Background: an optimization exercise with open tools, aiming at small area and a short achievable clock period. Do not read the settings as production practice. The RTL was checked by simulation tests, not by an equivalence proof against the original design. Power figures rest on the tool's default switching activity, not on a simulated workload.

$ cat flow/run.sh
#!/bin/bash
# synth_recipe.tcl (not shown) runs the flow's synth.tcl, then flattens the netlist and writes it again
# the make line also repeats each setting of config.mk as NAME=value (left out here)
make -C /OpenROAD-flow-scripts/flow DESIGN_CONFIG=/design/flow/config.mk WORK_HOME=/design/flow/orfs CLKGATE_MAP_FILE= SYNTH_SCRIPT=/design/flow/synth_recipe.tcl finish
$ cat flow/config.mk
export PLATFORM = sky130hd
export DESIGN_NAME = processor
export DESIGN_NICKNAME = processor
export VERILOG_FILES = /design/flow/design.v
export SDC_FILE = /design/flow/constraint.sdc
export NUM_CORES = 4
export LEC_CHECK = 0
export ABC_CLOCK_PERIOD_IN_PS = 5000
export CAP_MARGIN = 20
export CORE_MARGIN = 2
export CORE_UTILIZATION = 35
export CTS_BUF_LIST = sky130_fd_sc_hd__clkbuf_8
export CTS_CLUSTER_DIAMETER = 60
export CTS_CLUSTER_SIZE = 16
export SETUP_SLACK_MARGIN = 5
export SLEW_MARGIN = 20
$ cat flow/constraint.sdc
create_clock -name core_clock -period 11.0 [get_ports {clock}]
set_input_delay 2.2000 -clock core_clock [delete_from_list [all_inputs] [get_ports {clock}]]
set_output_delay 2.2000 -clock core_clock [all_outputs]
set_load 0.01 [all_outputs]
$ cat flow/design.v
module mul16(a, b, x, y);
input [15:0] a, b;
output [31:0] x, y;
wire pp0_0 = a[0] & b[0];
wire pp0_1 = a[0] & b[1];
wire pp0_2 = a[0] & b[2];
wire pp0_3 = a[0] & b[3];
wire pp0_4 = a[0] & b[4];
wire pp0_5 = a[0] & b[5];
wire pp0_6 = a[0] & b[6];
wire pp0_7 = a[0] & b[7];
wire pp0_8 = a[0] & b[8];
wire pp0_9 = a[0] & b[9];
wire pp0_10 = a[0] & b[10];
wire pp0_11 = a[0] & b[11];
wire pp0_12 = a[0] & b[12];
wire pp0_13 = a[0] & b[13];
wire pp0_14 = a[0] & b[14];
wire pp0_15 = a[0] & b[15];
wire pp1_0 = a[1] & b[0];
wire pp1_1 = a[1] & b[1];
wire pp1_2 = a[1] & b[2];
wire pp1_3 = a[1] & b[3];
wire pp1_4 = a[1] & b[4];
wire pp1_5 = a[1] & b[5];
wire pp1_6 = a[1] & b[6];
wire pp1_7 = a[1] & b[7];
wire pp1_8 = a[1] & b[8];
wire pp1_9 = a[1] & b[9];
wire pp1_10 = a[1] & b[10];
wire pp1_11 = a[1] & b[11];
wire pp1_12 = a[1] & b[12];
wire pp1_13 = a[1] & b[13];
wire pp1_14 = a[1] & b[14];
wire pp1_15 = a[1] & b[15];
wire pp2_0 = a[2] & b[0];
wire pp2_1 = a[2] & b[1];
wire pp2_2 = a[2] & b[2];
wire pp2_3 = a[2] & b[3];
wire pp2_4 = a[2] & b[4];
wire pp2_5 = a[2] & b[5];
wire pp2_6 = a[2] & b[6];
wire pp2_7 = a[2] & b[7];
wire pp2_8 = a[2] & b[8];
wire pp2_9 = a[2] & b[9];
wire pp2_10 = a[2] & b[10];
wire pp2_11 = a[2] & b[11];
wire pp2_12 = a[2] & b[12];
wire pp2_13 = a[2] & b[13];
wire pp2_14 = a[2] & b[14];
wire pp2_15 = a[2] & b[15];
wire pp3_0 = a[3] & b[0];
wire pp3_1 = a[3] & b[1];
wire pp3_2 = a[3] & b[2];
wire pp3_3 = a[3] & b[3];
wire pp3_4 = a[3] & b[4];
wire pp3_5 = a[3] & b[5];
wire pp3_6 = a[3] & b[6];
wire pp3_7 = a[3] & b[7];
wire pp3_8 = a[3] & b[8];
wire pp3_9 = a[3] & b[9];
wire pp3_10 = a[3] & b[10];
wire pp3_11 = a[3] & b[11];
wire pp3_12 = a[3] & b[12];
wire pp3_13 = a[3] & b[13];
wire pp3_14 = a[3] & b[14];
wire pp3_15 = a[3] & b[15];
wire pp4_0 = a[4] & b[0];
wire pp4_1 = a[4] & b[1];
wire pp4_2 = a[4] & b[2];
wire pp4_3 = a[4] & b[3];
wire pp4_4 = a[4] & b[4];
wire pp4_5 = a[4] & b[5];
wire pp4_6 = a[4] & b[6];
wire pp4_7 = a[4] & b[7];
wire pp4_8 = a[4] & b[8];
wire pp4_9 = a[4] & b[9];
wire pp4_10 = a[4] & b[10];
wire pp4_11 = a[4] & b[11];
wire pp4_12 = a[4] & b[12];
wire pp4_13 = a[4] & b[13];
wire pp4_14 = a[4] & b[14];
wire pp4_15 = a[4] & b[15];
wire pp5_0 = a[5] & b[0];
wire pp5_1 = a[5] & b[1];
wire pp5_2 = a[5] & b[2];
wire pp5_3 = a[5] & b[3];
wire pp5_4 = a[5] & b[4];
wire pp5_5 = a[5] & b[5];
wire pp5_6 = a[5] & b[6];
wire pp5_7 = a[5] & b[7];
wire pp5_8 = a[5] & b[8];
wire pp5_9 = a[5] & b[9];
wire pp5_10 = a[5] & b[10];
wire pp5_11 = a[5] & b[11];
wire pp5_12 = a[5] & b[12];
wire pp5_13 = a[5] & b[13];
wire pp5_14 = a[5] & b[14];
wire pp5_15 = a[5] & b[15];
wire pp6_0 = a[6] & b[0];
wire pp6_1 = a[6] & b[1];
wire pp6_2 = a[6] & b[2];
wire pp6_3 = a[6] & b[3];
wire pp6_4 = a[6] & b[4];
wire pp6_5 = a[6] & b[5];
wire pp6_6 = a[6] & b[6];
wire pp6_7 = a[6] & b[7];
wire pp6_8 = a[6] & b[8];
wire pp6_9 = a[6] & b[9];
wire pp6_10 = a[6] & b[10];
wire pp6_11 = a[6] & b[11];
wire pp6_12 = a[6] & b[12];
wire pp6_13 = a[6] & b[13];
wire pp6_14 = a[6] & b[14];
wire pp6_15 = a[6] & b[15];
wire pp7_0 = a[7] & b[0];
wire pp7_1 = a[7] & b[1];
wire pp7_2 = a[7] & b[2];
wire pp7_3 = a[7] & b[3];
wire pp7_4 = a[7] & b[4];
wire pp7_5 = a[7] & b[5];
wire pp7_6 = a[7] & b[6];
wire pp7_7 = a[7] & b[7];
wire pp7_8 = a[7] & b[8];
wire pp7_9 = a[7] & b[9];
wire pp7_10 = a[7] & b[10];
wire pp7_11 = a[7] & b[11];
wire pp7_12 = a[7] & b[12];
wire pp7_13 = a[7] & b[13];
wire pp7_14 = a[7] & b[14];
wire pp7_15 = a[7] & b[15];
wire pp8_0 = a[8] & b[0];
wire pp8_1 = a[8] & b[1];
wire pp8_2 = a[8] & b[2];
wire pp8_3 = a[8] & b[3];
wire pp8_4 = a[8] & b[4];
wire pp8_5 = a[8] & b[5];
wire pp8_6 = a[8] & b[6];
wire pp8_7 = a[8] & b[7];
wire pp8_8 = a[8] & b[8];
wire pp8_9 = a[8] & b[9];
wire pp8_10 = a[8] & b[10];
wire pp8_11 = a[8] & b[11];
wire pp8_12 = a[8] & b[12];
wire pp8_13 = a[8] & b[13];
wire pp8_14 = a[8] & b[14];
wire pp8_15 = a[8] & b[15];
wire pp9_0 = a[9] & b[0];
wire pp9_1 = a[9] & b[1];
wire pp9_2 = a[9] & b[2];
wire pp9_3 = a[9] & b[3];
wire pp9_4 = a[9] & b[4];
wire pp9_5 = a[9] & b[5];
wire pp9_6 = a[9] & b[6];
wire pp9_7 = a[9] & b[7];
wire pp9_8 = a[9] & b[8];
wire pp9_9 = a[9] & b[9];
wire pp9_10 = a[9] & b[10];
wire pp9_11 = a[9] & b[11];
wire pp9_12 = a[9] & b[12];
wire pp9_13 = a[9] & b[13];
wire pp9_14 = a[9] & b[14];
wire pp9_15 = a[9] & b[15];
wire pp10_0 = a[10] & b[0];
wire pp10_1 = a[10] & b[1];
wire pp10_2 = a[10] & b[2];
wire pp10_3 = a[10] & b[3];
wire pp10_4 = a[10] & b[4];
wire pp10_5 = a[10] & b[5];
wire pp10_6 = a[10] & b[6];
wire pp10_7 = a[10] & b[7];
wire pp10_8 = a[10] & b[8];
wire pp10_9 = a[10] & b[9];
wire pp10_10 = a[10] & b[10];
wire pp10_11 = a[10] & b[11];
wire pp10_12 = a[10] & b[12];
wire pp10_13 = a[10] & b[13];
wire pp10_14 = a[10] & b[14];
wire pp10_15 = a[10] & b[15];
wire pp11_0 = a[11] & b[0];
wire pp11_1 = a[11] & b[1];
wire pp11_2 = a[11] & b[2];
wire pp11_3 = a[11] & b[3];
wire pp11_4 = a[11] & b[4];
wire pp11_5 = a[11] & b[5];
wire pp11_6 = a[11] & b[6];
wire pp11_7 = a[11] & b[7];
wire pp11_8 = a[11] & b[8];
wire pp11_9 = a[11] & b[9];
wire pp11_10 = a[11] & b[10];
wire pp11_11 = a[11] & b[11];
wire pp11_12 = a[11] & b[12];
wire pp11_13 = a[11] & b[13];
wire pp11_14 = a[11] & b[14];
wire pp11_15 = a[11] & b[15];
wire pp12_0 = a[12] & b[0];
wire pp12_1 = a[12] & b[1];
wire pp12_2 = a[12] & b[2];
wire pp12_3 = a[12] & b[3];
wire pp12_4 = a[12] & b[4];
wire pp12_5 = a[12] & b[5];
wire pp12_6 = a[12] & b[6];
wire pp12_7 = a[12] & b[7];
wire pp12_8 = a[12] & b[8];
wire pp12_9 = a[12] & b[9];
wire pp12_10 = a[12] & b[10];
wire pp12_11 = a[12] & b[11];
wire pp12_12 = a[12] & b[12];
wire pp12_13 = a[12] & b[13];
wire pp12_14 = a[12] & b[14];
wire pp12_15 = a[12] & b[15];
wire pp13_0 = a[13] & b[0];
wire pp13_1 = a[13] & b[1];
wire pp13_2 = a[13] & b[2];
wire pp13_3 = a[13] & b[3];
wire pp13_4 = a[13] & b[4];
wire pp13_5 = a[13] & b[5];
wire pp13_6 = a[13] & b[6];
wire pp13_7 = a[13] & b[7];
wire pp13_8 = a[13] & b[8];
wire pp13_9 = a[13] & b[9];
wire pp13_10 = a[13] & b[10];
wire pp13_11 = a[13] & b[11];
wire pp13_12 = a[13] & b[12];
wire pp13_13 = a[13] & b[13];
wire pp13_14 = a[13] & b[14];
wire pp13_15 = a[13] & b[15];
wire pp14_0 = a[14] & b[0];
wire pp14_1 = a[14] & b[1];
wire pp14_2 = a[14] & b[2];
wire pp14_3 = a[14] & b[3];
wire pp14_4 = a[14] & b[4];
wire pp14_5 = a[14] & b[5];
wire pp14_6 = a[14] & b[6];
wire pp14_7 = a[14] & b[7];
wire pp14_8 = a[14] & b[8];
wire pp14_9 = a[14] & b[9];
wire pp14_10 = a[14] & b[10];
wire pp14_11 = a[14] & b[11];
wire pp14_12 = a[14] & b[12];
wire pp14_13 = a[14] & b[13];
wire pp14_14 = a[14] & b[14];
wire pp14_15 = a[14] & b[15];
wire pp15_0 = a[15] & b[0];
wire pp15_1 = a[15] & b[1];
wire pp15_2 = a[15] & b[2];
wire pp15_3 = a[15] & b[3];
wire pp15_4 = a[15] & b[4];
wire pp15_5 = a[15] & b[5];
wire pp15_6 = a[15] & b[6];
wire pp15_7 = a[15] & b[7];
wire pp15_8 = a[15] & b[8];
wire pp15_9 = a[15] & b[9];
wire pp15_10 = a[15] & b[10];
wire pp15_11 = a[15] & b[11];
wire pp15_12 = a[15] & b[12];
wire pp15_13 = a[15] & b[13];
wire pp15_14 = a[15] & b[14];
wire pp15_15 = a[15] & b[15];
wire s0 = pp0_13 ^ pp1_12;
wire c0 = pp0_13 & pp1_12;
wire s1 = pp0_14 ^ pp1_13 ^ pp2_12;
wire c1 = (pp0_14 & pp1_13) | (pp0_14 & pp2_12) | (pp1_13 & pp2_12);
wire s2 = pp3_11 ^ pp4_10;
wire c2 = pp3_11 & pp4_10;
wire s3 = pp0_15 ^ pp1_14 ^ pp2_13;
wire c3 = (pp0_15 & pp1_14) | (pp0_15 & pp2_13) | (pp1_14 & pp2_13);
wire s4 = pp3_12 ^ pp4_11 ^ pp5_10;
wire c4 = (pp3_12 & pp4_11) | (pp3_12 & pp5_10) | (pp4_11 & pp5_10);
wire s5 = pp6_9 ^ pp7_8;
wire c5 = pp6_9 & pp7_8;
wire s6 = pp1_15 ^ pp2_14 ^ pp3_13;
wire c6 = (pp1_15 & pp2_14) | (pp1_15 & pp3_13) | (pp2_14 & pp3_13);
wire s7 = pp4_12 ^ pp5_11 ^ pp6_10;
wire c7 = (pp4_12 & pp5_11) | (pp4_12 & pp6_10) | (pp5_11 & pp6_10);
wire s8 = pp7_9 ^ pp8_8;
wire c8 = pp7_9 & pp8_8;
wire s9 = pp2_15 ^ pp3_14 ^ pp4_13;
wire c9 = (pp2_15 & pp3_14) | (pp2_15 & pp4_13) | (pp3_14 & pp4_13);
wire s10 = pp5_12 ^ pp6_11 ^ pp7_10;
wire c10 = (pp5_12 & pp6_11) | (pp5_12 & pp7_10) | (pp6_11 & pp7_10);
wire s11 = pp3_15 ^ pp4_14 ^ pp5_13;
wire c11 = (pp3_15 & pp4_14) | (pp3_15 & pp5_13) | (pp4_14 & pp5_13);
wire s12 = pp0_9 ^ pp1_8;
wire c12 = pp0_9 & pp1_8;
wire s13 = pp0_10 ^ pp1_9 ^ pp2_8;
wire c13 = (pp0_10 & pp1_9) | (pp0_10 & pp2_8) | (pp1_9 & pp2_8);
wire s14 = pp3_7 ^ pp4_6;
wire c14 = pp3_7 & pp4_6;
wire s15 = pp0_11 ^ pp1_10 ^ pp2_9;
wire c15 = (pp0_11 & pp1_10) | (pp0_11 & pp2_9) | (pp1_10 & pp2_9);
wire s16 = pp3_8 ^ pp4_7 ^ pp5_6;
wire c16 = (pp3_8 & pp4_7) | (pp3_8 & pp5_6) | (pp4_7 & pp5_6);
wire s17 = pp6_5 ^ pp7_4;
wire c17 = pp6_5 & pp7_4;
wire s18 = pp0_12 ^ pp1_11 ^ pp2_10;
wire c18 = (pp0_12 & pp1_11) | (pp0_12 & pp2_10) | (pp1_11 & pp2_10);
wire s19 = pp3_9 ^ pp4_8 ^ pp5_7;
wire c19 = (pp3_9 & pp4_8) | (pp3_9 & pp5_7) | (pp4_8 & pp5_7);
wire s20 = pp6_6 ^ pp7_5 ^ pp8_4;
wire c20 = (pp6_6 & pp7_5) | (pp6_6 & pp8_4) | (pp7_5 & pp8_4);
wire s21 = pp9_3 ^ pp10_2;
wire c21 = pp9_3 & pp10_2;
wire s22 = pp2_11 ^ pp3_10 ^ pp4_9;
wire c22 = (pp2_11 & pp3_10) | (pp2_11 & pp4_9) | (pp3_10 & pp4_9);
wire s23 = pp5_8 ^ pp6_7 ^ pp7_6;
wire c23 = (pp5_8 & pp6_7) | (pp5_8 & pp7_6) | (pp6_7 & pp7_6);
wire s24 = pp8_5 ^ pp9_4 ^ pp10_3;
wire c24 = (pp8_5 & pp9_4) | (pp8_5 & pp10_3) | (pp9_4 & pp10_3);
wire s25 = pp11_2 ^ pp12_1 ^ pp13_0;
wire c25 = (pp11_2 & pp12_1) | (pp11_2 & pp13_0) | (pp12_1 & pp13_0);
wire s26 = pp5_9 ^ pp6_8 ^ pp7_7;
wire c26 = (pp5_9 & pp6_8) | (pp5_9 & pp7_7) | (pp6_8 & pp7_7);
wire s27 = pp8_6 ^ pp9_5 ^ pp10_4;
wire c27 = (pp8_6 & pp9_5) | (pp8_6 & pp10_4) | (pp9_5 & pp10_4);
wire s28 = pp11_3 ^ pp12_2 ^ pp13_1;
wire c28 = (pp11_3 & pp12_2) | (pp11_3 & pp13_1) | (pp12_2 & pp13_1);
wire s29 = pp14_0 ^ s1 ^ s2;
wire c29 = (pp14_0 & s1) | (pp14_0 & s2) | (s1 & s2);
wire s30 = pp8_7 ^ pp9_6 ^ pp10_5;
wire c30 = (pp8_7 & pp9_6) | (pp8_7 & pp10_5) | (pp9_6 & pp10_5);
wire s31 = pp11_4 ^ pp12_3 ^ pp13_2;
wire c31 = (pp11_4 & pp12_3) | (pp11_4 & pp13_2) | (pp12_3 & pp13_2);
wire s32 = pp14_1 ^ pp15_0 ^ s3;
wire c32 = (pp14_1 & pp15_0) | (pp14_1 & s3) | (pp15_0 & s3);
wire s33 = s4 ^ s5 ^ c1;
wire c33 = (s4 & s5) | (s4 & c1) | (s5 & c1);
wire s34 = pp9_7 ^ pp10_6 ^ pp11_5;
wire c34 = (pp9_7 & pp10_6) | (pp9_7 & pp11_5) | (pp10_6 & pp11_5);
wire s35 = pp12_4 ^ pp13_3 ^ pp14_2;
wire c35 = (pp12_4 & pp13_3) | (pp12_4 & pp14_2) | (pp13_3 & pp14_2);
wire s36 = pp15_1 ^ s6 ^ s7;
wire c36 = (pp15_1 & s6) | (pp15_1 & s7) | (s6 & s7);
wire s37 = s8 ^ c3 ^ c4;
wire c37 = (s8 & c3) | (s8 & c4) | (c3 & c4);
wire s38 = pp8_9 ^ pp9_8 ^ pp10_7;
wire c38 = (pp8_9 & pp9_8) | (pp8_9 & pp10_7) | (pp9_8 & pp10_7);
wire s39 = pp11_6 ^ pp12_5 ^ pp13_4;
wire c39 = (pp11_6 & pp12_5) | (pp11_6 & pp13_4) | (pp12_5 & pp13_4);
wire s40 = pp14_3 ^ pp15_2 ^ s9;
wire c40 = (pp14_3 & pp15_2) | (pp14_3 & s9) | (pp15_2 & s9);
wire s41 = s10 ^ c6 ^ c7;
wire c41 = (s10 & c6) | (s10 & c7) | (c6 & c7);
wire s42 = pp6_12 ^ pp7_11 ^ pp8_10;
wire c42 = (pp6_12 & pp7_11) | (pp6_12 & pp8_10) | (pp7_11 & pp8_10);
wire s43 = pp9_9 ^ pp10_8 ^ pp11_7;
wire c43 = (pp9_9 & pp10_8) | (pp9_9 & pp11_7) | (pp10_8 & pp11_7);
wire s44 = pp12_6 ^ pp13_5 ^ pp14_4;
wire c44 = (pp12_6 & pp13_5) | (pp12_6 & pp14_4) | (pp13_5 & pp14_4);
wire s45 = pp15_3 ^ s11 ^ c9;
wire c45 = (pp15_3 & s11) | (pp15_3 & c9) | (s11 & c9);
wire s46 = pp4_15 ^ pp5_14 ^ pp6_13;
wire c46 = (pp4_15 & pp5_14) | (pp4_15 & pp6_13) | (pp5_14 & pp6_13);
wire s47 = pp7_12 ^ pp8_11 ^ pp9_10;
wire c47 = (pp7_12 & pp8_11) | (pp7_12 & pp9_10) | (pp8_11 & pp9_10);
wire s48 = pp10_9 ^ pp11_8 ^ pp12_7;
wire c48 = (pp10_9 & pp11_8) | (pp10_9 & pp12_7) | (pp11_8 & pp12_7);
wire s49 = pp13_6 ^ pp14_5 ^ pp15_4;
wire c49 = (pp13_6 & pp14_5) | (pp13_6 & pp15_4) | (pp14_5 & pp15_4);
wire s50 = pp5_15 ^ pp6_14 ^ pp7_13;
wire c50 = (pp5_15 & pp6_14) | (pp5_15 & pp7_13) | (pp6_14 & pp7_13);
wire s51 = pp8_12 ^ pp9_11 ^ pp10_10;
wire c51 = (pp8_12 & pp9_11) | (pp8_12 & pp10_10) | (pp9_11 & pp10_10);
wire s52 = pp11_9 ^ pp12_8 ^ pp13_7;
wire c52 = (pp11_9 & pp12_8) | (pp11_9 & pp13_7) | (pp12_8 & pp13_7);
wire s53 = pp6_15 ^ pp7_14 ^ pp8_13;
wire c53 = (pp6_15 & pp7_14) | (pp6_15 & pp8_13) | (pp7_14 & pp8_13);
wire s54 = pp9_12 ^ pp10_11 ^ pp11_10;
wire c54 = (pp9_12 & pp10_11) | (pp9_12 & pp11_10) | (pp10_11 & pp11_10);
wire s55 = pp7_15 ^ pp8_14 ^ pp9_13;
wire c55 = (pp7_15 & pp8_14) | (pp7_15 & pp9_13) | (pp8_14 & pp9_13);
wire s56 = pp0_6 ^ pp1_5;
wire c56 = pp0_6 & pp1_5;
wire s57 = pp0_7 ^ pp1_6 ^ pp2_5;
wire c57 = (pp0_7 & pp1_6) | (pp0_7 & pp2_5) | (pp1_6 & pp2_5);
wire s58 = pp3_4 ^ pp4_3;
wire c58 = pp3_4 & pp4_3;
wire s59 = pp0_8 ^ pp1_7 ^ pp2_6;
wire c59 = (pp0_8 & pp1_7) | (pp0_8 & pp2_6) | (pp1_7 & pp2_6);
wire s60 = pp3_5 ^ pp4_4 ^ pp5_3;
wire c60 = (pp3_5 & pp4_4) | (pp3_5 & pp5_3) | (pp4_4 & pp5_3);
wire s61 = pp6_2 ^ pp7_1;
wire c61 = pp6_2 & pp7_1;
wire s62 = pp2_7 ^ pp3_6 ^ pp4_5;
wire c62 = (pp2_7 & pp3_6) | (pp2_7 & pp4_5) | (pp3_6 & pp4_5);
wire s63 = pp5_4 ^ pp6_3 ^ pp7_2;
wire c63 = (pp5_4 & pp6_3) | (pp5_4 & pp7_2) | (pp6_3 & pp7_2);
wire s64 = pp8_1 ^ pp9_0 ^ s12;
wire c64 = (pp8_1 & pp9_0) | (pp8_1 & s12) | (pp9_0 & s12);
wire s65 = pp5_5 ^ pp6_4 ^ pp7_3;
wire c65 = (pp5_5 & pp6_4) | (pp5_5 & pp7_3) | (pp6_4 & pp7_3);
wire s66 = pp8_2 ^ pp9_1 ^ pp10_0;
wire c66 = (pp8_2 & pp9_1) | (pp8_2 & pp10_0) | (pp9_1 & pp10_0);
wire s67 = s13 ^ s14 ^ c12;
wire c67 = (s13 & s14) | (s13 & c12) | (s14 & c12);
wire s68 = pp8_3 ^ pp9_2 ^ pp10_1;
wire c68 = (pp8_3 & pp9_2) | (pp8_3 & pp10_1) | (pp9_2 & pp10_1);
wire s69 = pp11_0 ^ s15 ^ s16;
wire c69 = (pp11_0 & s15) | (pp11_0 & s16) | (s15 & s16);
wire s70 = s17 ^ c13 ^ c14;
wire c70 = (s17 & c13) | (s17 & c14) | (c13 & c14);
wire s71 = pp11_1 ^ pp12_0 ^ s18;
wire c71 = (pp11_1 & pp12_0) | (pp11_1 & s18) | (pp12_0 & s18);
wire s72 = s19 ^ s20 ^ s21;
wire c72 = (s19 & s20) | (s19 & s21) | (s20 & s21);
wire s73 = c15 ^ c16 ^ c17;
wire c73 = (c15 & c16) | (c15 & c17) | (c16 & c17);
wire s74 = s0 ^ s22 ^ s23;
wire c74 = (s0 & s22) | (s0 & s23) | (s22 & s23);
wire s75 = s24 ^ s25 ^ c18;
wire c75 = (s24 & s25) | (s24 & c18) | (s25 & c18);
wire s76 = c19 ^ c20 ^ c21;
wire c76 = (c19 & c20) | (c19 & c21) | (c20 & c21);
wire s77 = c0 ^ s26 ^ s27;
wire c77 = (c0 & s26) | (c0 & s27) | (s26 & s27);
wire s78 = s28 ^ s29 ^ c22;
wire c78 = (s28 & s29) | (s28 & c22) | (s29 & c22);
wire s79 = c23 ^ c24 ^ c25;
wire c79 = (c23 & c24) | (c23 & c25) | (c24 & c25);
wire s80 = c2 ^ s30 ^ s31;
wire c80 = (c2 & s30) | (c2 & s31) | (s30 & s31);
wire s81 = s32 ^ s33 ^ c26;
wire c81 = (s32 & s33) | (s32 & c26) | (s33 & c26);
wire s82 = c27 ^ c28 ^ c29;
wire c82 = (c27 & c28) | (c27 & c29) | (c28 & c29);
wire s83 = c5 ^ s34 ^ s35;
wire c83 = (c5 & s34) | (c5 & s35) | (s34 & s35);
wire s84 = s36 ^ s37 ^ c30;
wire c84 = (s36 & s37) | (s36 & c30) | (s37 & c30);
wire s85 = c31 ^ c32 ^ c33;
wire c85 = (c31 & c32) | (c31 & c33) | (c32 & c33);
wire s86 = c8 ^ s38 ^ s39;
wire c86 = (c8 & s38) | (c8 & s39) | (s38 & s39);
wire s87 = s40 ^ s41 ^ c34;
wire c87 = (s40 & s41) | (s40 & c34) | (s41 & c34);
wire s88 = c35 ^ c36 ^ c37;
wire c88 = (c35 & c36) | (c35 & c37) | (c36 & c37);
wire s89 = c10 ^ s42 ^ s43;
wire c89 = (c10 & s42) | (c10 & s43) | (s42 & s43);
wire s90 = s44 ^ s45 ^ c38;
wire c90 = (s44 & s45) | (s44 & c38) | (s45 & c38);
wire s91 = c39 ^ c40 ^ c41;
wire c91 = (c39 & c40) | (c39 & c41) | (c40 & c41);
wire s92 = c11 ^ s46 ^ s47;
wire c92 = (c11 & s46) | (c11 & s47) | (s46 & s47);
wire s93 = s48 ^ s49 ^ c42;
wire c93 = (s48 & s49) | (s48 & c42) | (s49 & c42);
wire s94 = c43 ^ c44 ^ c45;
wire c94 = (c43 & c44) | (c43 & c45) | (c44 & c45);
wire s95 = pp14_6 ^ pp15_5 ^ s50;
wire c95 = (pp14_6 & pp15_5) | (pp14_6 & s50) | (pp15_5 & s50);
wire s96 = s51 ^ s52 ^ c46;
wire c96 = (s51 & s52) | (s51 & c46) | (s52 & c46);
wire s97 = c47 ^ c48 ^ c49;
wire c97 = (c47 & c48) | (c47 & c49) | (c48 & c49);
wire s98 = pp12_9 ^ pp13_8 ^ pp14_7;
wire c98 = (pp12_9 & pp13_8) | (pp12_9 & pp14_7) | (pp13_8 & pp14_7);
wire s99 = pp15_6 ^ s53 ^ s54;
wire c99 = (pp15_6 & s53) | (pp15_6 & s54) | (s53 & s54);
wire s100 = c50 ^ c51 ^ c52;
wire c100 = (c50 & c51) | (c50 & c52) | (c51 & c52);
wire s101 = pp10_12 ^ pp11_11 ^ pp12_10;
wire c101 = (pp10_12 & pp11_11) | (pp10_12 & pp12_10) | (pp11_11 & pp12_10);
wire s102 = pp13_9 ^ pp14_8 ^ pp15_7;
wire c102 = (pp13_9 & pp14_8) | (pp13_9 & pp15_7) | (pp14_8 & pp15_7);
wire s103 = s55 ^ c53 ^ c54;
wire c103 = (s55 & c53) | (s55 & c54) | (c53 & c54);
wire s104 = pp8_15 ^ pp9_14 ^ pp10_13;
wire c104 = (pp8_15 & pp9_14) | (pp8_15 & pp10_13) | (pp9_14 & pp10_13);
wire s105 = pp11_12 ^ pp12_11 ^ pp13_10;
wire c105 = (pp11_12 & pp12_11) | (pp11_12 & pp13_10) | (pp12_11 & pp13_10);
wire s106 = pp14_9 ^ pp15_8 ^ c55;
wire c106 = (pp14_9 & pp15_8) | (pp14_9 & c55) | (pp15_8 & c55);
wire s107 = pp9_15 ^ pp10_14 ^ pp11_13;
wire c107 = (pp9_15 & pp10_14) | (pp9_15 & pp11_13) | (pp10_14 & pp11_13);
wire s108 = pp12_12 ^ pp13_11 ^ pp14_10;
wire c108 = (pp12_12 & pp13_11) | (pp12_12 & pp14_10) | (pp13_11 & pp14_10);
wire s109 = pp10_15 ^ pp11_14 ^ pp12_13;
wire c109 = (pp10_15 & pp11_14) | (pp10_15 & pp12_13) | (pp11_14 & pp12_13);
wire s110 = pp0_4 ^ pp1_3;
wire c110 = pp0_4 & pp1_3;
wire s111 = pp0_5 ^ pp1_4 ^ pp2_3;
wire c111 = (pp0_5 & pp1_4) | (pp0_5 & pp2_3) | (pp1_4 & pp2_3);
wire s112 = pp3_2 ^ pp4_1;
wire c112 = pp3_2 & pp4_1;
wire s113 = pp2_4 ^ pp3_3 ^ pp4_2;
wire c113 = (pp2_4 & pp3_3) | (pp2_4 & pp4_2) | (pp3_3 & pp4_2);
wire s114 = pp5_1 ^ pp6_0 ^ s56;
wire c114 = (pp5_1 & pp6_0) | (pp5_1 & s56) | (pp6_0 & s56);
wire s115 = pp5_2 ^ pp6_1 ^ pp7_0;
wire c115 = (pp5_2 & pp6_1) | (pp5_2 & pp7_0) | (pp6_1 & pp7_0);
wire s116 = s57 ^ s58 ^ c56;
wire c116 = (s57 & s58) | (s57 & c56) | (s58 & c56);
wire s117 = pp8_0 ^ s59 ^ s60;
wire c117 = (pp8_0 & s59) | (pp8_0 & s60) | (s59 & s60);
wire s118 = s61 ^ c57 ^ c58;
wire c118 = (s61 & c57) | (s61 & c58) | (c57 & c58);
wire s119 = s62 ^ s63 ^ s64;
wire c119 = (s62 & s63) | (s62 & s64) | (s63 & s64);
wire s120 = c59 ^ c60 ^ c61;
wire c120 = (c59 & c60) | (c59 & c61) | (c60 & c61);
wire s121 = s65 ^ s66 ^ s67;
wire c121 = (s65 & s66) | (s65 & s67) | (s66 & s67);
wire s122 = c62 ^ c63 ^ c64;
wire c122 = (c62 & c63) | (c62 & c64) | (c63 & c64);
wire s123 = s68 ^ s69 ^ s70;
wire c123 = (s68 & s69) | (s68 & s70) | (s69 & s70);
wire s124 = c65 ^ c66 ^ c67;
wire c124 = (c65 & c66) | (c65 & c67) | (c66 & c67);
wire s125 = s71 ^ s72 ^ s73;
wire c125 = (s71 & s72) | (s71 & s73) | (s72 & s73);
wire s126 = c68 ^ c69 ^ c70;
wire c126 = (c68 & c69) | (c68 & c70) | (c69 & c70);
wire s127 = s74 ^ s75 ^ s76;
wire c127 = (s74 & s75) | (s74 & s76) | (s75 & s76);
wire s128 = c71 ^ c72 ^ c73;
wire c128 = (c71 & c72) | (c71 & c73) | (c72 & c73);
wire s129 = s77 ^ s78 ^ s79;
wire c129 = (s77 & s78) | (s77 & s79) | (s78 & s79);
wire s130 = c74 ^ c75 ^ c76;
wire c130 = (c74 & c75) | (c74 & c76) | (c75 & c76);
wire s131 = s80 ^ s81 ^ s82;
wire c131 = (s80 & s81) | (s80 & s82) | (s81 & s82);
wire s132 = c77 ^ c78 ^ c79;
wire c132 = (c77 & c78) | (c77 & c79) | (c78 & c79);
wire s133 = s83 ^ s84 ^ s85;
wire c133 = (s83 & s84) | (s83 & s85) | (s84 & s85);
wire s134 = c80 ^ c81 ^ c82;
wire c134 = (c80 & c81) | (c80 & c82) | (c81 & c82);
wire s135 = s86 ^ s87 ^ s88;
wire c135 = (s86 & s87) | (s86 & s88) | (s87 & s88);
wire s136 = c83 ^ c84 ^ c85;
wire c136 = (c83 & c84) | (c83 & c85) | (c84 & c85);
wire s137 = s89 ^ s90 ^ s91;
wire c137 = (s89 & s90) | (s89 & s91) | (s90 & s91);
wire s138 = c86 ^ c87 ^ c88;
wire c138 = (c86 & c87) | (c86 & c88) | (c87 & c88);
wire s139 = s92 ^ s93 ^ s94;
wire c139 = (s92 & s93) | (s92 & s94) | (s93 & s94);
wire s140 = c89 ^ c90 ^ c91;
wire c140 = (c89 & c90) | (c89 & c91) | (c90 & c91);
wire s141 = s95 ^ s96 ^ s97;
wire c141 = (s95 & s96) | (s95 & s97) | (s96 & s97);
wire s142 = c92 ^ c93 ^ c94;
wire c142 = (c92 & c93) | (c92 & c94) | (c93 & c94);
wire s143 = s98 ^ s99 ^ s100;
wire c143 = (s98 & s99) | (s98 & s100) | (s99 & s100);
wire s144 = c95 ^ c96 ^ c97;
wire c144 = (c95 & c96) | (c95 & c97) | (c96 & c97);
wire s145 = s101 ^ s102 ^ s103;
wire c145 = (s101 & s102) | (s101 & s103) | (s102 & s103);
wire s146 = c98 ^ c99 ^ c100;
wire c146 = (c98 & c99) | (c98 & c100) | (c99 & c100);
wire s147 = s104 ^ s105 ^ s106;
wire c147 = (s104 & s105) | (s104 & s106) | (s105 & s106);
wire s148 = c101 ^ c102 ^ c103;
wire c148 = (c101 & c102) | (c101 & c103) | (c102 & c103);
wire s149 = pp15_9 ^ s107 ^ s108;
wire c149 = (pp15_9 & s107) | (pp15_9 & s108) | (s107 & s108);
wire s150 = c104 ^ c105 ^ c106;
wire c150 = (c104 & c105) | (c104 & c106) | (c105 & c106);
wire s151 = pp13_12 ^ pp14_11 ^ pp15_10;
wire c151 = (pp13_12 & pp14_11) | (pp13_12 & pp15_10) | (pp14_11 & pp15_10);
wire s152 = s109 ^ c107 ^ c108;
wire c152 = (s109 & c107) | (s109 & c108) | (c107 & c108);
wire s153 = pp11_15 ^ pp12_14 ^ pp13_13;
wire c153 = (pp11_15 & pp12_14) | (pp11_15 & pp13_13) | (pp12_14 & pp13_13);
wire s154 = pp14_12 ^ pp15_11 ^ c109;
wire c154 = (pp14_12 & pp15_11) | (pp14_12 & c109) | (pp15_11 & c109);
wire s155 = pp12_15 ^ pp13_14 ^ pp14_13;
wire c155 = (pp12_15 & pp13_14) | (pp12_15 & pp14_13) | (pp13_14 & pp14_13);
wire s156 = pp0_3 ^ pp1_2;
wire c156 = pp0_3 & pp1_2;
wire s157 = pp2_2 ^ pp3_1 ^ pp4_0;
wire c157 = (pp2_2 & pp3_1) | (pp2_2 & pp4_0) | (pp3_1 & pp4_0);
wire s158 = pp5_0 ^ s111 ^ s112;
wire c158 = (pp5_0 & s111) | (pp5_0 & s112) | (s111 & s112);
wire s159 = s113 ^ s114 ^ c111;
wire c159 = (s113 & s114) | (s113 & c111) | (s114 & c111);
wire s160 = s115 ^ s116 ^ c113;
wire c160 = (s115 & s116) | (s115 & c113) | (s116 & c113);
wire s161 = s117 ^ s118 ^ c115;
wire c161 = (s117 & s118) | (s117 & c115) | (s118 & c115);
wire s162 = s119 ^ s120 ^ c117;
wire c162 = (s119 & s120) | (s119 & c117) | (s120 & c117);
wire s163 = s121 ^ s122 ^ c119;
wire c163 = (s121 & s122) | (s121 & c119) | (s122 & c119);
wire s164 = s123 ^ s124 ^ c121;
wire c164 = (s123 & s124) | (s123 & c121) | (s124 & c121);
wire s165 = s125 ^ s126 ^ c123;
wire c165 = (s125 & s126) | (s125 & c123) | (s126 & c123);
wire s166 = s127 ^ s128 ^ c125;
wire c166 = (s127 & s128) | (s127 & c125) | (s128 & c125);
wire s167 = s129 ^ s130 ^ c127;
wire c167 = (s129 & s130) | (s129 & c127) | (s130 & c127);
wire s168 = s131 ^ s132 ^ c129;
wire c168 = (s131 & s132) | (s131 & c129) | (s132 & c129);
wire s169 = s133 ^ s134 ^ c131;
wire c169 = (s133 & s134) | (s133 & c131) | (s134 & c131);
wire s170 = s135 ^ s136 ^ c133;
wire c170 = (s135 & s136) | (s135 & c133) | (s136 & c133);
wire s171 = s137 ^ s138 ^ c135;
wire c171 = (s137 & s138) | (s137 & c135) | (s138 & c135);
wire s172 = s139 ^ s140 ^ c137;
wire c172 = (s139 & s140) | (s139 & c137) | (s140 & c137);
wire s173 = s141 ^ s142 ^ c139;
wire c173 = (s141 & s142) | (s141 & c139) | (s142 & c139);
wire s174 = s143 ^ s144 ^ c141;
wire c174 = (s143 & s144) | (s143 & c141) | (s144 & c141);
wire s175 = s145 ^ s146 ^ c143;
wire c175 = (s145 & s146) | (s145 & c143) | (s146 & c143);
wire s176 = s147 ^ s148 ^ c145;
wire c176 = (s147 & s148) | (s147 & c145) | (s148 & c145);
wire s177 = s149 ^ s150 ^ c147;
wire c177 = (s149 & s150) | (s149 & c147) | (s150 & c147);
wire s178 = s151 ^ s152 ^ c149;
wire c178 = (s151 & s152) | (s151 & c149) | (s152 & c149);
wire s179 = s153 ^ s154 ^ c151;
wire c179 = (s153 & s154) | (s153 & c151) | (s154 & c151);
wire s180 = pp15_12 ^ s155 ^ c153;
wire c180 = (pp15_12 & s155) | (pp15_12 & c153) | (s155 & c153);
wire s181 = pp13_15 ^ pp14_14 ^ pp15_13;
wire c181 = (pp13_15 & pp14_14) | (pp13_15 & pp15_13) | (pp14_14 & pp15_13);
wire s182 = pp0_2 ^ pp1_1;
wire c182 = pp0_2 & pp1_1;
wire s183 = pp2_1 ^ pp3_0 ^ s156;
wire c183 = (pp2_1 & pp3_0) | (pp2_1 & s156) | (pp3_0 & s156);
wire s184 = s110 ^ s157 ^ c156;
wire c184 = (s110 & s157) | (s110 & c156) | (s157 & c156);
wire s185 = c110 ^ s158 ^ c157;
wire c185 = (c110 & s158) | (c110 & c157) | (s158 & c157);
wire s186 = c112 ^ s159 ^ c158;
wire c186 = (c112 & s159) | (c112 & c158) | (s159 & c158);
wire s187 = c114 ^ s160 ^ c159;
wire c187 = (c114 & s160) | (c114 & c159) | (s160 & c159);
wire s188 = c116 ^ s161 ^ c160;
wire c188 = (c116 & s161) | (c116 & c160) | (s161 & c160);
wire s189 = c118 ^ s162 ^ c161;
wire c189 = (c118 & s162) | (c118 & c161) | (s162 & c161);
wire s190 = c120 ^ s163 ^ c162;
wire c190 = (c120 & s163) | (c120 & c162) | (s163 & c162);
wire s191 = c122 ^ s164 ^ c163;
wire c191 = (c122 & s164) | (c122 & c163) | (s164 & c163);
wire s192 = c124 ^ s165 ^ c164;
wire c192 = (c124 & s165) | (c124 & c164) | (s165 & c164);
wire s193 = c126 ^ s166 ^ c165;
wire c193 = (c126 & s166) | (c126 & c165) | (s166 & c165);
wire s194 = c128 ^ s167 ^ c166;
wire c194 = (c128 & s167) | (c128 & c166) | (s167 & c166);
wire s195 = c130 ^ s168 ^ c167;
wire c195 = (c130 & s168) | (c130 & c167) | (s168 & c167);
wire s196 = c132 ^ s169 ^ c168;
wire c196 = (c132 & s169) | (c132 & c168) | (s169 & c168);
wire s197 = c134 ^ s170 ^ c169;
wire c197 = (c134 & s170) | (c134 & c169) | (s170 & c169);
wire s198 = c136 ^ s171 ^ c170;
wire c198 = (c136 & s171) | (c136 & c170) | (s171 & c170);
wire s199 = c138 ^ s172 ^ c171;
wire c199 = (c138 & s172) | (c138 & c171) | (s172 & c171);
wire s200 = c140 ^ s173 ^ c172;
wire c200 = (c140 & s173) | (c140 & c172) | (s173 & c172);
wire s201 = c142 ^ s174 ^ c173;
wire c201 = (c142 & s174) | (c142 & c173) | (s174 & c173);
wire s202 = c144 ^ s175 ^ c174;
wire c202 = (c144 & s175) | (c144 & c174) | (s175 & c174);
wire s203 = c146 ^ s176 ^ c175;
wire c203 = (c146 & s176) | (c146 & c175) | (s176 & c175);
wire s204 = c148 ^ s177 ^ c176;
wire c204 = (c148 & s177) | (c148 & c176) | (s177 & c176);
wire s205 = c150 ^ s178 ^ c177;
wire c205 = (c150 & s178) | (c150 & c177) | (s178 & c177);
wire s206 = c152 ^ s179 ^ c178;
wire c206 = (c152 & s179) | (c152 & c178) | (s179 & c178);
wire s207 = c154 ^ s180 ^ c179;
wire c207 = (c154 & s180) | (c154 & c179) | (s180 & c179);
wire s208 = c155 ^ s181 ^ c180;
wire c208 = (c155 & s181) | (c155 & c180) | (s181 & c180);
wire s209 = pp14_15 ^ pp15_14 ^ c181;
wire c209 = (pp14_15 & pp15_14) | (pp14_15 & c181) | (pp15_14 & c181);
assign x = {1'b0, pp15_15, s209, s208, s207, s206, s205, s204, s203, s202, s201, s200, s199, s198, s197, s196, s195, s194, s193, s192, s191, s190, s189, s188, s187, s186, s185, s184, s183, pp2_0, pp0_1, pp0_0};
assign y = {1'b0, c209, c208, c207, c206, c205, c204, c203, c202, c201, c200, c199, c198, c197, c196, c195, c194, c193, c192, c191, c190, c189, c188, c187, c186, c185, c184, c183, c182, s182, pp1_0, 1'b0};
endmodule
module processor(clock,reset,imem_addr,imem_data,wb_en,wb_addr,wb_data,flags);
input clock,reset;
output [7:0] imem_addr;
input [15:0] imem_data;
output wb_en;
output [2:0] wb_addr;
output [15:0] wb_data;
output [3:0] flags;
reg [7:0] pc;
reg [15:0] ir;
reg [3:0] fl;             
reg [15:0] rf [0:7];
reg [7:0] rv;
reg [15:0] dm [0:9];
reg [9:0] dv;
reg [14:0] hx, hy;       
reg hc;
reg [3:0] alo;            
reg ac4;                  
reg [15:0] lo;
reg hlv;
integer j;
reg [15:0] opa, opb;      
reg s_sum, s_shl, s_shr, s_or, s_and, s_mem, s_lo, s_hi;
wire [3:0] op = ir[3:0];
wire [2:0] rd = ir[6:4];
wire [2:0] f  = ir[15:13];
wire [5:0] c6 = ir[15:10];
wire [15:0] sx = {1'b0, {9{c6[5]}}, c6};
reg nm;                   
wire mulN;
wire fZ = fl[3], fN = nm ? mulN : fl[2], fC = fl[1], fV = fl[0];
wire [15:0] A = opa;
wire [15:0] B = opb;
wire [16:0] sum = {1'b0, A} + {1'b0, B};
wire [16:0] shl = {1'b0, A} << f;
reg [15:0] shr;
integer bi;
always @* for (bi = 0; bi < 16; bi = bi + 1) shr[bi] = shl[15 - bi];
wire addok = (op == 4'd0) & ((f == 3'd0) | ((f == 3'd1) & fN) | ((f == 3'd2) & fZ));
wire [16:0] res = ({17{s_sum}} & sum) | ({17{s_shl}} & shl) | ({17{s_shr}} & {1'b0, shr}) |
                  ({17{s_or}} & {1'b0, A | B}) | ({17{s_and}} & {1'b0, A & B});
wire ahi_p = (A[15:5] == 11'h7ff) | (A[15:5] == 11'h000);
wire ahi_n = A[15] & (A[14:6] == 9'h000);
wire a5ok = (A[5] ^ c6[5]) == (A[4] | c6[4]);
wire ahi0 = (c6[5] ? ahi_n : ahi_p) & a5ok & ~(A[4] ^ c6[4] ^ ac4);
wire [9:0] hit = {10{ahi0}} & (10'd1 << alo);
wire [9:0] msel = 10'd1 << alo;
reg [15:0] mword;
always @* begin
  mword = 16'd0;
  for (j = 0; j < 10; j = j + 1)
    mword = mword | ({16{msel[j] & dv[j]}} & dm[j]) | ({16{msel[j] & ~dv[j]}} & (16'h4000 | j));
end
wire [15:0] mdata = ahi0 ? mword : 16'd0;
wire [31:0] mx, my;
mul16 u_mul(.a(A), .b(B), .x(mx), .y(my));
wire [16:0] P = {1'b0, mx[15:0]} + {1'b0, my[15:0]};    
wire [16:0] hsum2 = {1'b0, hx, hc} + {1'b0, hy, hc};
wire mp16 = hc ^ hx[0] ^ hy[0];                         
wire mpz = &((hx[14:1] ^ hy[14:1]) ~^ (hx[13:0] | hy[13:0])) & ~(hx[14] | hy[14]) & ~mp16;
assign mulN = mpz & lo[15];
wire [15:0] wd = res[15:0] | ({16{s_mem}} & mdata) | ({16{s_lo & hlv}} & lo) |
                 ({16{s_hi & hlv}} & {1'b0, hsum2[16:2]});
wire we = addok | (op == 4'd1) | (op == 4'd2) | (op == 4'd3) | (op == 4'd4) |
          (op == 4'd5) | (op == 4'd6) | (op == 4'd7) | (op == 4'd11) | (op == 4'd12);
wire setfl = addok | (op == 4'd1) | (op == 4'd2) | (op == 4'd3) | (op == 4'd4) | (op == 4'd5);
wire st = (op == 4'd8);
wire mul = (op == 4'd10);
always @(posedge clock) begin
  if (we) rf[rd] <= wd;
  for (j = 0; j < 10; j = j + 1)
    if (st & hit[j]) dm[j] <= B;
  if (mul) begin
    hx <= mx[30:16];
    hy <= my[30:16];
    hc <= P[16];
    lo <= P[15:0];
  end
end
always @(posedge clock, posedge reset) begin
  if (reset) begin
    rv <= 8'd0;
    dv <= 10'd0;
    hlv <= 1'b0;
  end else begin
    if (we) rv[rd] <= 1'b1;
    for (j = 0; j < 10; j = j + 1)
      if (st & hit[j]) dv[j] <= 1'b1;
    if (mul) hlv <= 1'b1;
  end
end
always @(posedge clock, posedge reset) begin
  if (reset) begin
    fl <= 4'd0;
    nm <= 1'b0;
  end else if (setfl) begin
    fl <= {res == 17'd0, res[16:15] == 2'b01, (op == 4'd0) & res[16], res[16]};
    nm <= 1'b0;
  end else if (mul) begin
    fl <= {(A == 16'd0) | (B == 16'd0), 3'b000};
    nm <= 1'b1;
  end
end
wire [3:0] nop = imem_data[3:0];
wire [2:0] nrs = imem_data[9:7];
wire [2:0] nrt = (nop == 4'd8) ? imem_data[6:4] : imem_data[12:10];
wire [5:0] nc6 = imem_data[15:10];
wire [15:0] nsx = {1'b0, {9{nc6[5]}}, nc6};
wire nimm = (nop == 4'd5) | (nop == 4'd6);
wire nli = (nop == 4'd6);
wire [7:0] sela = {8{~nli}} & rv & (8'd1 << nrs);
wire [7:0] selb = rv & (8'd1 << nrt);
reg [15:0] rA, rB;
always @* begin
  rA = 16'd0;
  rB = 16'd0;
  for (j = 0; j < 8; j = j + 1) begin
    rA = rA | ({16{sela[j]}} & rf[j]);
    rB = rB | ({16{selb[j]}} & rf[j]);
  end
end
wire fwa = we & (rd == nrs) & ~nli;
wire nsr = (nop == 4'd2);
wire [15:0] ra_in = fwa ? wd : rA;
reg [15:0] ra_rev;
always @* for (bi = 0; bi < 16; bi = bi + 1) ra_rev[bi] = ra_in[15 - bi];
wire fwb = we & (rd == nrt);
wire brc = (op == 4'd9) & (((f == 3'd1) & fN) | ((f == 3'd2) & fZ) | ((f == 3'd3) & fV) | ((f == 3'd4) & fC));
wire jmp = (op == 4'd9) & (f == 3'd0);
always @(posedge clock, posedge reset) begin
  if (reset) begin
    pc <= 8'd0;
    ir <= 16'd0;
    s_sum <= 1'b0;            
    s_shl <= 1'b0;
    s_shr <= 1'b0;
    s_or <= 1'b0;
    s_and <= 1'b0;
    s_mem <= 1'b0;
    s_lo <= 1'b0;
    s_hi <= 1'b0;
  end else begin
    ir <= imem_data;
    s_sum <= (nop == 4'd0) | (nop == 4'd5) | (nop == 4'd6);
    s_shl <= (nop == 4'd1);
    s_shr <= (nop == 4'd2);
    s_or <= (nop == 4'd3);
    s_and <= (nop == 4'd4);
    s_mem <= (nop == 4'd7);
    s_lo <= (nop == 4'd11);
    s_hi <= (nop == 4'd12);
    if (jmp) pc <= pc + ir[11:4];
    else if (brc) pc <= ir[11:4];
    else pc <= pc + 8'd1;
  end
end
always @(posedge clock) begin
  opa <= nsr ? ra_rev : ra_in;
  opb <= nimm ? nsx : fwb ? wd : rB;
  {ac4, alo} <= ra_in[3:0] + nsx[3:0];
end
assign imem_addr = pc;
assign wb_en = we;
assign wb_addr = rd;
assign wb_data = wd;
assign flags = {fZ, fN, fC, fV};
endmodule
==> results of run 1 <==
[repair_timing]
item / CTS / global route
gates resized for setup: 182 / 67
pin swaps: 26 / 18
cloned: 1 / 1
buffers inserted: 60 / 24
setup endpoints to repair: 17 / 17
[final cells by class]
cell class / instances / share of cell area
multi-input combinational: 1611 / 0.449
clock inverter: 33 / 0.0108
tap: 1040 / 0.0412
timing repair buffer: 189 / 0.0543
sequential: 427 / 0.388
antenna: 1 / 0.0000793
clock buffer: 39 / 0.0170
inverter: 301 / 0.0399
[routing by layer]
layer	up-vias	track usage
met2	1130	0.351
met4	0	0.0979
met3	193	0.0369
met1	10600	0.305
li1	8943	-
met5	-	0
[flip-flops by register name (all words and copies together), names as in the netlist, 10 cells and up]
register	count
ir	15
dm	160
opa	16
opb	16
lo	16
hy	15
dv	10
hx	15
rf	128
[layout by cell type (no fill, tap or decap), types with 9 or more instances in the layout]
cell / count
mux2_2: 14
inv_1: 272
nand3_1: 47
a221oi_1: 36
a21oi_1: 48
nor3_1: 21
nor2_1: 255
ha_1: 98
buf_4: 120
nand2b_1: 16
a22o_1: 34
nor4_1: 9
buf_12: 10
xnor2_1: 42
nand4_1: 28
a22oi_1: 133
xor2_1: 17
dfxtp_4: 14
a21o_1: 12
o21bai_1: 9
mux2i_1: 60
nand2_1: 146
and3_1: 24
edfxtp_1: 335
clkdlybuf4s50_1: 35
fa_1: 199
clkinvlp_4: 34
o21ai_0: 73
dfrtp_1: 53
nor2b_1: 26
or2_2: 14
clkbuf_8: 39
dfxtp_1: 15
o211ai_1: 12
and4_1: 12
[worst max-delay path: stages, from the launching register on]
cell,delay [ns]
dfxtp_2,0.36
buf_12,0.16
clkinvlp_4,0.16
ha_4,0.32
o21ai_1,0.12
o21ai_2,0.20
a21oi_2,0.08
buf_4,0.16
buf_4,0.13
buf_4,0.12
o2111a_1,0.25
a311oi_2,0.34
and3_1,0.27
o311ai_4,0.20
buf_6,0.20
[stage by stage]
| stage | hold slack (ns) | total power, mW |
|---|---|---|
| after global placement | 0.450 | 4.63 |
| after CTS | 0.497 | 5.92 |
| after floorplan | 0.431 | 3.81 |
| after detailed placement | 0.469 | 4.66 |
| after global routing | 0.522 | 6.39 |
| final | 0.495 | 5.97 |
[where the power goes]
part,switching [mW],internal (mW)
clock network,0.610,0.456
registers,0.171,1.99
logic,1.63,1.11
total,2.41,3.56
[worst min-delay path by stage]
stage	from	to	slack (ns)	cells after the start
after floorplan	dv[0]$_DFFE_PP0P_	dv[0]$_DFFE_PP0P_	0.43	1
after global placement	dv[0]$_DFFE_PP0P_	dv[0]$_DFFE_PP0P_	0.45	1
after detailed placement	dv[0]$_DFFE_PP0P_	dv[0]$_DFFE_PP0P_	0.47	1
after CTS	dv[0]$_DFFE_PP0P_	dv[0]$_DFFE_PP0P_	0.50	1
after global routing	dv[2]$_DFFE_PP0P_	dv[2]$_DFFE_PP0P_	0.52	1
final	dv[0]$_DFFE_PP0P_	dv[0]$_DFFE_PP0P_	0.50	1
[cells by family after synthesis]
logic type / Yosys count
XOR/XNOR: 62
buffers and inverters: 449
flip-flops: 427
multiplexers: 83
AND/OR/NAND/NOR: 663
adder cells (fa/ha/maj): 308
AO/OA/AOI/OAI: 494
==> results.sh, run 1 <==
export IMPL_drtPass1Iterations=5
export IMPL_io_buffers=49
export IMPL_dp_cells=3482
export IMPL_avgRoutedWirePerCell_um=25.2
export IMPL_clock_skew_ns=0.0581
export IMPL_grt_pass1_wl_mm=136
export IMPL_yosys_area_top_type="edfxtp_1"
export IMPL_grt_pass1_vias=20900
export IMPL_die_w_um=284
export IMPL_synthFlopType="edfxtp_1"
export IMPL_finalSetupTns_ns=0
export IMPL_rows=102
export IMPL_clock_latency_ns=0.68
export IMPL_drv_cap=0
export IMPL_multi_input_area_sq_um=14200
export IMPL_worstSetupPathType="register to primary output"
export IMPL_core_area_sq_um=77600
export IMPL_fin_util=0.407
export IMPL_pin_count=50
export IMPL_synth_compound_area_frac=0.129
export IMPL_reg2regPathDepth=15
export IMPL_dpl_hpwl_mm=64.0
export IMPL_die_area_sq_um=80600
export IMPL_synth_simple_area_share=0.114
export IMPL_worst_slew_pin_slew_ns=1.06
export IMPL_r2r_end="hc$_DFFE_PP_"
export IMPL_synth_top_area_share=0.367
export IMPL_crit_end="wb_data[12]"
export IMPL_initial_core_util=0.354
export IMPL_numCtsBuffers=39
export IMPL_synth_edf_count=335
export IMPL_drive_gt1_frac=0.154
export IMPL_yosysUniqueCellTypes=77
export IMPL_yosys_warnings=2
export IMPL_grt_overflow=0
export IMPL_syn_area_per_cell_sq_um=11.0
export IMPL_synth_top_family_by_area="adder cells"
export IMPL_routed_top_layer="met4"
export IMPL_cts_sinks=427
export IMPL_synth_xor_area_frac=0.0198
export IMPL_met3_length_mm=7.73
export IMPL_arrival_ns=3.76
export IMPL_synth_seq_cells=427
export IMPL_pre_cts_slack_ns=4.11
export IMPL_grt_max_degree=56
export IMPL_antenna_found_initial=3
export IMPL_fin_nets=2895
export IMPL_hold_buffers=0
export IMPL_startpoint="opb[3]$_DFF_P_"
export IMPL_synthTopCellsByArea="edfxtp_1 (37%), fa_1 (15%), dfrtp_1 (5.0%), ha_1 (4.9%), inv_1 (4.1%)"
export IMPL_required_ns=8.80
export IMPL_synth_common_cells="edfxtp_1 (335), inv_1 (298), nor2_1 (255), fa_1 (200), nand2_1 (147)"
export IMPL_period_share=0.541
export IMPL_powerDensity_nw_per_um2=189
export IMPL_synth_cell_area_sq_um=27400
export IMPL_cts_path_max_buffers=3
export IMPL_syn_instance_count=2486
export IMPL_placed_cell_area_sq_um=29100
export IMPL_ant_nets=0
export IMPL_rrSetupSlack_ns=5.54
export IMPL_fmax_ghz=0.168
export IMPL_vias=20900
export IMPL_ctsRootBufferMaster="clkbuf_8"
export IMPL_grtUsageTotal=0.224
export IMPL_muxShareOfSynthArea=0.0341
export IMPL_peakVddDrop_uv=144
export IMPL_finish_instance_area_sq_um=31600
export IMPL_die_h_um=284
export IMPL_leakage_nw=11.9
export IMPL_yosysMostFrequentCell="edfxtp_1"
export IMPL_htree_num_levels=2
export IMPL_ys_seq_area_frac=0.444
export IMPL_routed_wl_mm=91.8
export IMPL_met1Wirelength_mm=38.1
export IMPL_status="complete, no violations"
export IMPL_via_per_inst=5.74
export IMPL_setup_violations=0
export IMPL_cts_tree="yes"
export IMPL_synthArstFlopShare=0.129
export IMPL_worst_setup_path_end_kind="primary output"
export IMPL_seq_area_sq_um=12200
export IMPL_finalMaxSlewViolations=0
export IMPL_drtIter0Drc=2214
export IMPL_timing_slew_headroom=0.274
export IMPL_fin_crit_ns=5.96
export IMPL_critPathMaxFanout=16
export IMPL_syn_to_final_growth_pct=15.1
export IMPL_route_detailed_drc=0
export IMPL_gp_congestion=0.971
export IMPL_regToRegStartpoint="opb[13]$_DFF_P_"
export IMPL_clk_pin_slew_ns=0.10
export IMPL_wl_met2_mm=41.6
export IMPL_rsz0062_at_grt="yes"
export IMPL_cp_start_kind="register"
export IMPL_finalWorstSetupSlack_ns=5.04
export IMPL_synthAdderAreaFrac=0.195
export IMPL_stdcell_count=3641
export IMPL_hold_violations=0
export IMPL_fillerInstances=7426
export IMPL_synth_net_count=2812
export IMPL_hold_path_class="register to register"
==> run 2: changes to the inputs <==
--- a/flow/design.v
+++ b/flow/design.v
@@ -739,8 +739,8 @@
 mul16 u_mul(.a(A), .b(B), .x(mx), .y(my));
 wire [16:0] P = {1'b0, mx[15:0]} + {1'b0, my[15:0]};    
 wire [16:0] hsum2 = {1'b0, hx, hc} + {1'b0, hy, hc};
-wire mp16 = hc ^ hx[0] ^ hy[0];                         
-wire mpz = &((hx[14:1] ^ hy[14:1]) ~^ (hx[13:0] | hy[13:0])) & ~(hx[14] | hy[14]) & ~mp16;
+wire mpz_d = &((mx[31:17] ^ my[31:17]) ~^ (mx[30:16] | my[30:16])) & ~(P[16] ^ mx[16] ^ my[16]);
+reg mpz;
 assign mulN = mpz & lo[15];
 wire [15:0] wd = res[15:0] | ({16{s_mem}} & mdata) | ({16{s_lo & hlv}} & lo) |
                  ({16{s_hi & hlv}} & {1'b0, hsum2[16:2]});
@@ -757,6 +757,7 @@
     hx <= mx[30:16];
     hy <= my[30:16];
     hc <= P[16];
+    mpz <= mpz_d;
     lo <= P[15:0];
   end
 end
--- a/flow/config.mk
+++ b/flow/config.mk
@@ -8,7 +8,7 @@
 export ABC_CLOCK_PERIOD_IN_PS = 5000
 export CAP_MARGIN = 20
 export CORE_MARGIN = 2
-export CORE_UTILIZATION = 35
+export CORE_UTILIZATION = 50
 export CTS_BUF_LIST = sky130_fd_sc_hd__clkbuf_8
 export CTS_CLUSTER_DIAMETER = 60
 export CTS_CLUSTER_SIZE = 16
==> run 2 against run 1 <==
Hold slack better by 0.026 ns. Global-route usage up 10 points. Cell count down 10%. Clock skew down 0.024 ns. Critical path depth down 4. Sequential power up 4%. Non-clock buffer count up 1. Total power up 26%. Die area down 30%. Largest cell class unchanged. Synthesized area down 0.19%. Register-to-register slack worse by 0.38 ns.
==> results.sh, run 2 <==
export IMPL_cts_tree="yes"
export IMPL_r2r_end="mpz$_DFFE_PP_"
export IMPL_arrival_ns=3.79
export IMPL_hold_violations=0
export IMPL_required_ns=8.80
export IMPL_antenna_cells=0
export IMPL_final_common_cell="edfxtp_1"
export IMPL_powerDensity_nw_per_um2=242
export IMPL_drive_gt1_frac=0.155
export IMPL_cp_start_kind="register"
export IMPL_synth_seq_cells=428
export IMPL_yosysMostFrequentCell="edfxtp_1"
export IMPL_hold_buffers=0
export IMPL_power_total_mw=7.52
export IMPL_cts_path_max_buffers=3
export IMPL_whs_ns=0.521
export IMPL_gp_congestion=0.964
export IMPL_antenna_found_initial=2
export IMPL_fin_util=0.575
export IMPL_die_area_sq_um=56700
export IMPL_drtPass1Iterations=6
export IMPL_initial_core_util=0.507
export IMPL_rsz0062_at_grt="yes"
export IMPL_path_cells="buf_12, clkinvlp_4, ha_1, a21oi_4, o2111ai_4, a31oi_4, xor2_1, o21ai_2, a2111o_2, clkdlybuf4s50_1"
export IMPL_route_detailed_drc=0
export IMPL_ys_seq_area_frac=0.446
export IMPL_syn_area_per_cell_sq_um=11.2
export IMPL_critPathMaxFanout=18
export IMPL_syn_instance_count=2445
export IMPL_worst_slew_pin_slew_ns=1.24
export IMPL_grtUsageTotal=0.328
export IMPL_grt_util_met2=0.506
export IMPL_synth_top_area_share=0.368
export IMPL_vias=20900
export IMPL_period_share=0.545
export IMPL_hold_path_depth=1
export IMPL_numCtsBuffers=42
export IMPL_grt_pass1_vias=20900
export IMPL_yosys_area_top_type="edfxtp_1"
export IMPL_fin_nets=2867
export IMPL_groute_layer_met1_usage=0.455
export IMPL_die_w_um=238
export IMPL_grt_busiest_layer="met2"
export IMPL_finalSetupTns_ns=0
export IMPL_largest_register_ffs=160
export IMPL_reg2regPathDepth=19
export IMPL_synth_net_count=2769
export IMPL_timing_slew_headroom=0.174
export IMPL_peakVddDrop_uv=387
export IMPL_ant_nets=0
export IMPL_fmax_ghz=0.167
export IMPL_yosys_warnings=2
export IMPL_grt_pass1_wl_mm=136
export IMPL_finalMaxSlewViolations=0
export IMPL_via_per_inst=6.38
export IMPL_syn_to_final_growth_pct=13.4
export IMPL_synthTopCellsByArea="edfxtp_1 (37%), fa_1 (15%), dfrtp_1 (5.0%), ha_1 (4.9%), inv_1 (3.9%)"
export IMPL_cts_sinks=428
export IMPL_max_stage_delay_ns=0.53
export IMPL_hp_start="rv[4]$_DFFE_PP0P_"
export IMPL_worstSetupPathType="register to primary output"
export IMPL_setup_violations=0
export IMPL_fin_crit_ns=5.99
export IMPL_layout_common_cells="edfxtp_1 (336), inv_1 (266), nor2_1 (242)"
export IMPL_synthArstFlopShare=0.129
export IMPL_drtIter0Drc=2285
export IMPL_rrSetupSlack_ns=5.16
export IMPL_pre_cts_slack_ns=4.14
export IMPL_hold_path_class="register to register"
export IMPL_clock_latency_ns=0.66
export IMPL_hold_end="rv[4]$_DFFE_PP0P_"
export IMPL_finalWorstSetupSlack_ns=5.01
export IMPL_slowest_stage="clkdlybuf4s50_1"
export IMPL_synth_common_cells="edfxtp_1 (336), inv_1 (284), nor2_1 (247), fa_1 (199), nand2_1 (142)"
export IMPL_top_regs="dm x160, rf x128"
export IMPL_synth_edf_count=336
export IMPL_clock_skew_ns=0.0345
export IMPL_status="complete, no violations"
export IMPL_yosysUniqueCellTypes=86
export IMPL_io_buffers=49
export IMPL_pin_count=50
export IMPL_regToRegStartpoint="opa[2]$_DFF_P_"
export IMPL_rows=85
export IMPL_drv_cap=0
export IMPL_avgRoutedWirePerCell_um=28.3
export IMPL_ctsRootBufferMaster="clkbuf_8"
export IMPL_synthFlopType="edfxtp_1"
export IMPL_clk_pin_slew_ns=0.09
export IMPL_dpl_hpwl_mm=63.9
export IMPL_worst_setup_path_end_kind="primary output"
export IMPL_grt_max_degree=56
export IMPL_die_h_um=238
export IMPL_regMostFlops="dm"
export IMPL_grt_util_met3=0.0659
export IMPL_synth_cell_area_sq_um=27400
export IMPL_grt_overflow=0
export IMPL_htree_num_levels=2
export IMPL_core_area_sq_um=54000
export IMPL_routed_wl_mm=92.6
export IMPL_leakage_nw=12.1
run 2: cell count changes in the layout (fill, tap and decap cells not counted), moves of 8 or more:
cell and delta:
mux2i_1 -31, a22oi_1 -29, nand3_1 -19, nand4_1 +17, nor2_1 -13, o21ai_0 +12, xor2_1 +12, a221oi_1 +9
a22o_1 +9, buf_4 +8, nor2b_1 -8
run 2: report_power, final:
part           internal [mW]  switching [mW]  total, mW
sequential              2.05           0.203       2.25
clock                  0.467           0.622       1.09
combinational           1.72            2.46       4.18
run 2: repair_timing:
| item | CTS | global route |
|---|---|---|
| pin swaps | 14 | 15 |
| setup endpoints to repair | 18 | 18 |
| gates cloned | 1 | 1 |
| gates resized for setup | 149 | 53 |
| buffers inserted | 46 | 33 |
run 2: metrics by stage:
stage	instances	instance area (sq um)
floorplan	2445	27400
CTS	3238	30500
global placement	3114	28800
detailed placement	3114	28800
global route	3272	31000
finish	3272	31000
run 2: worst max path at each step:
stage / slack (ns) / cells past startpoint / end / startpoint
after floorplan: 5.67 / 20 / mpz$_DFFE_PP_ / opa[2]$_DFF_P_
after CTS: 4.85 / 10 / wb_data[6] / hx[3]$_DFFE_PP_
after global placement: 4.40 / 9 / wb_data[13] / opb[7]$_DFF_P_
final: 5.01 / 10 / wb_data[9] / opb[1]$_DFF_P_
after global routing: 4.90 / 12 / wb_data[10] / hy[0]$_DFFE_PP_
after detailed placement: 4.14 / 9 / wb_data[13] / opb[7]$_DFF_P_
run 2: layer usage:
layer,vias up,wire [um]
met2,1122,41500
met3,218,9100
met5,-,13
met4,2,4240
met1,10600,37700
li1,8957,-
run 2: layout make-up:
type / count / area, sq um
timing repair buffer: 190 / 1670
tap: 696 / 871
sequential: 428 / 12300
clock buffer: 44 / 606
clock inverter: 33 / 292
fill: 4573 / 23000
multi-input combinational: 1592 / 14100
inverter: 289 / 1210
run 2: worst max-delay path: cells and delay by family (launching register included):
family | cells | cell delay [ns]
DFF | 1 | 0.37
AOI/OAI and AO/OA | 5 | 1.34
adders and majority gates | 1 | 0.34
xor gates and xnor gates | 1 | 0.24
buffers and inverters | 3 | 0.84
run 2: kinds of logic (layout without fill, tap and decap cells):
group,count (synthesis),in the layout,synth area share
adders and majority gates,306,306,0.194
DFF,428,428,0.446
buffers and inverters,427,556,0.0605
xor gates and xnor gates,67,67,0.0214
AOI/OAI and AO/OA,503,505,0.133
muxes,57,57,0.0273
and+or+nand+nor,657,657,0.117

[static timing again, ports no longer ideal]
No port has a modelled driver above. Below, the same layouts with a new extraction and two added sets of constraints. Step 1 sets driving cells, clkbuf_16 on the clock port and buf_2 on the other inputs (assumed; they add their load-dependent delay and slew). Step 2 also shifts input and output timing later by t, the mid clock arrival at the registers, as if the neighbouring blocks saw the same clock. Three values: ideal, step 1, step 2; two values: the first two.
| run | t (ns) | slack for setup (ns) | worst hold slack (ns) | worst data-port slew with drivers (ns) |
|---|---|---|---|---|
| run 1 | 0.715 | 5.044 / 4.981 / 4.514 | 0.495 / 0.495 / 0.495 | 0.07 |
| run 2 | 0.698 | 5.010 / 4.955 / 4.546 | 0.521 / 0.521 / 0.521 | 0.06 |
After both steps setup and hold are still met in every run listed. The setup slack of run 1, which loses most, moves by -0.063 ns with the drivers and by -0.530 ns with both steps.
